This design comes from an exercise in tuning for a short achievable clock period and few clock cycles on the open sky130 flow, not from production work. Only simulation tests tie the RTL to the original design; equivalence was not proved. Power figures rest on the tool's default switching activity, not on a simulated workload.

Setup of zinc:
==> flow/design.v (excerpt) <==
module black_bean(
    clk,
    rst_n,
    IO_MEM_R_DATA,
    IO_MEM_W_DATA,
    IO_MEM_ADDR,
    IO_MEM_R_EN,
    IO_MEM_W_EN
);
input clk, rst_n;
input  [7:0] IO_MEM_R_DATA;
output [7:0] IO_MEM_W_DATA;
output [7:0] IO_MEM_ADDR;
output       IO_MEM_R_EN;
output       IO_MEM_W_EN;
reg [7:0] ar, dr0, dr1, dr2, cr;
reg [7:0] ir;
reg       ir_v;      
reg       ir_raw;    
reg [7:0] ir_pcx;    
reg [7:0] ir_pcx1;   
reg       ir_sk;     
reg       ir_jc;     
reg       ir_ih;     
reg [7:0] ir_iv;
reg       ph;        
reg k_s1, k_s2, k_s3, k_s4i, k_s4, k_s5, k_s6b, k_s6, k_s7, k_s8, k_s9, k_sc;
reg k_sz;            
reg k_t1, k_t2, k_t3, k_t4, k_t5, k_t6, k_t7, k_tc;
reg k_halt, k_rdalu, k_is62, k_load, k_wr, k_imm, k_nsk;
reg k_war, k_wpc;    
reg [7:0] ir2;
reg       ir2_v;
reg [7:0] ir2_a;     
reg       ir2_h;     
reg [7:0] ir2_hv;
reg [7:0] ir2_a1;    
reg [7:0] ir2_a2;    
reg [7:0] wa_m1;     
reg       ir2_bad;   
reg [7:0] addr_q, wdata_q;
reg [7:0] fl;        
reg       wen_q;
reg       halted;
assign IO_MEM_R_EN   = 1'b1;
assign IO_MEM_ADDR   = addr_q;
assign IO_MEM_W_DATA = wdata_q;
assign IO_MEM_W_EN   = wen_q;
wire [7:0] rd = IO_MEM_R_DATA;
wire [7:0] fa = addr_q;         
wire [7:0] fa1 = fa + 8'd1;
wire [7:0] fa2 = fa + 8'd2;
wire [7:0] fa_m1 = fl - 8'd1;
wire [7:0] npc  = k_sc ? ir_pcx1 : ir_pcx;
wire [7:0] npc1 = npc + 8'd1;
wire [7:0] npc2 = npc + 8'd2;
wire       hit_2 = k_sc ? hit_b : hit_a;
wire [7:0] hv_2  = k_sc ? hv_b : hv_a;
reg  [8:0] sum;
reg        lt, eq, gt;
reg        alu_stale;
reg        c_add, c_cmp, c_jc, c_lt, c_eq, c_gt, c_ge, c_ne, c_le;
wire [7:0] re = ({8{c_add}} & sum[7:0]) |
                ({8{c_cmp}} & (lt ? 8'h3c : eq ? 8'h3d : 8'h3e)) |
                ({8{c_jc}}  & (eq ? ar : ir_pcx));
wire [7:0] ad = {7'd0, c_add & sum[8]};
wire br_take = (c_lt & !lt) | (c_eq & !eq) | (c_gt & !gt) |
               (c_ge & lt)  | (c_ne & eq)  | (c_le & gt);
wire br_hold = !br_take;
wire [7:0] br = br_hold ? ir_pcx : ar;
localparam NIC = 8;
reg  [7:0] ic_op  [0:NIC-1];
reg  [7:0] ic_val [0:NIC-1];
reg  [NIC-1:0] ic_v;
reg  [2:0] ic_rr;               
reg        ins_v;               
reg  [7:0] ins_op, ins_val;
reg        hit_f, hit_a, hit_b;
reg  [7:0] hv_f, hv_a, hv_b;
integer ie;
  ...
For scale: roughly 2100 cells after synthesis, about 350 flip-flops, about 28 I/O pins, about 22000 sq um of cells after synthesis.
make LEC_CHECK=0 ABC_CLOCK_PERIOD_IN_PS=1500 CAP_MARGIN=20 CORE_MARGIN=2 CORE_UTILIZATION=50 PLACE_DENSITY=0.7 SETUP_SLACK_MARGIN=4 SLEW_MARGIN=20 TNS_END_PERCENT=100 finish   # period 5.5 ns
run.sh (not shown) runs the stock make flow with config.mk's settings and CLKGATE_MAP_FILE= SYNTH_SCRIPT=/design/flow/synth_recipe.tcl, a recipe that flattens the netlist after the stock synthesis.
zinc completed; timing, DRC and antenna clean
Testbench counts of zinc, summed over its fixed seeds: cycles 272,325.
Inputs modified between zinc and quartz:
-- flow/config.mk --
<<< zinc, line 10
export CORE_MARGIN = 2
export CORE_UTILIZATION = 50
export PLACE_DENSITY = 0.7
export SETUP_SLACK_MARGIN = 4
export SLEW_MARGIN = 20
>>> quartz, line 10
export CORE_MARGIN = 2
export CORE_UTILIZATION = 40
export SETUP_SLACK_MARGIN = 5
export SLEW_MARGIN = 20
==> comparison <==
- Critical path depth for quartz is lower than for zinc.
- In quartz the share of cell area taken by flip-flops and latches turned out 1.2 points lower than in zinc.
- Between zinc and quartz, the reported clock group power does not differ in any meaningful way.
- Of quartz and zinc, it is quartz that has the higher die area.
- Looking at critical path endpoint, the addr_q[5] result is from quartz; the ir2_bad one comes from zinc.
- Data required time at the worst endpoint up 30 ps in quartz wrt zinc
- The first-pass GRT wire length number comes out higher for quartz vs zinc.
#### Input delta (indigo over quartz)
-- flow/config.mk --
<<< quartz, line 10
export CORE_MARGIN = 2
export CORE_UTILIZATION = 40
export SETUP_SLACK_MARGIN = 5
export SLEW_MARGIN = 20
>>> indigo, line 10
export CORE_MARGIN = 2
export CORE_UTILIZATION = 35
export GPL_ROUTABILITY_DRIVEN = 0
export SETUP_SLACK_MARGIN = 4
export SLEW_MARGIN = 20
Results
The pin count of the biggest net entering global routing in quartz is 0.76 times that in indigo.
The maximum clock rate in indigo sits 0.92% below the value recorded for quartz.
Cmp quartz and indigo / cell leakage power / lower: indigo
quartz has lower share of power burned in registers than indigo.
Measured against quartz, the count of clock-buffer cells in the layout of indigo comes out at 0.887 times the reference value.
indigo vs. quartz: total power went down by about 1.9%.
Between quartz and indigo, the flow reports post-route cell area decreasing by a few percent.
Compared with quartz, indigo shows a lower first-pass iteration count of the detailed router.

* * *

Setup of the reference run:
Another version of the RTL of black_bean (not shown whole).
Size: roughly 2400 cells after synthesis, ~370 flip-flops, about 28 I/O pins, ~23000 µm² of cells after synthesis.
clock: 5.5 ns
lec_check: 0
abc_clock_period_in_ps: 1500
cap_margin: 20
core_margin: 2
core_utilization: 40
setup_slack_margin: 5
slew_margin: 20
tns_end_percent: 100
The reference run completed every stage of the flow, and the final layout passed the timing, DRC and antenna checks.
Testbench counts of the reference run, summed over its fixed seeds: cycles 272,325.
Inputs modified between the reference run and the trial run:
Settings: swapping 40 for 35 in CORE_UTILIZATION.
Results
- [compare] base=the reference run new=the trial run: global-route usage shows a reduction of 3.7 points, final critical-path share of the clock period shows an increase of 0.73 points, area growth from synthesis to layout shows an increase of 3.3 points.
- Compared with the reference run, the trial run shows a lower register-to-register slack.
- In the trial run, number of tap cells inserted is higher than in the reference run.
- Comparing the trial run and the reference run, the lower final core area utilization is on the trial run.

==> static timing again, ports no longer ideal <==
The flow's constraints put no driver on any port. The routed layouts listed below were extracted and timed again, unchanged, in two steps. Step 1 sets driving cells, clkbuf_16 on the clock port and buf_2 on the other inputs (assumed; they add their load-dependent delay and slew). Step 2, shift: input delay + t, output delay - t, t = (earliest + latest rising clock arrival at the registers) / 2. This alone moves slack from input paths to output paths. Three values: no drivers, after step 1, after step 2; two values: the first two.
| run | t (ns) | setup WS [ns] | latest minus earliest clock arrival (ns) |
|---|---|---|---|
| zinc | 0.668 | 2.488 / 2.488 / 2.272 | 0.047 / 0.047 |
| quartz | 0.660 | 2.732 / 2.732 / 2.248 | 0.070 / 0.070 |
| indigo | 0.637 | 2.706 / 2.706 / 2.137 | 0.051 / 0.051 |
| the reference run | 0.655 | 2.784 / 2.784 / 2.273 | 0.025 / 0.024 |
| the trial run | 0.678 | 2.744 / 2.744 / 2.257 | 0.052 / 0.052 |
After both steps every run listed still meets setup and hold. For indigo, which loses most, drivers alone change the setup slack by 0.000 ns; drivers and shift together by -0.569 ns.
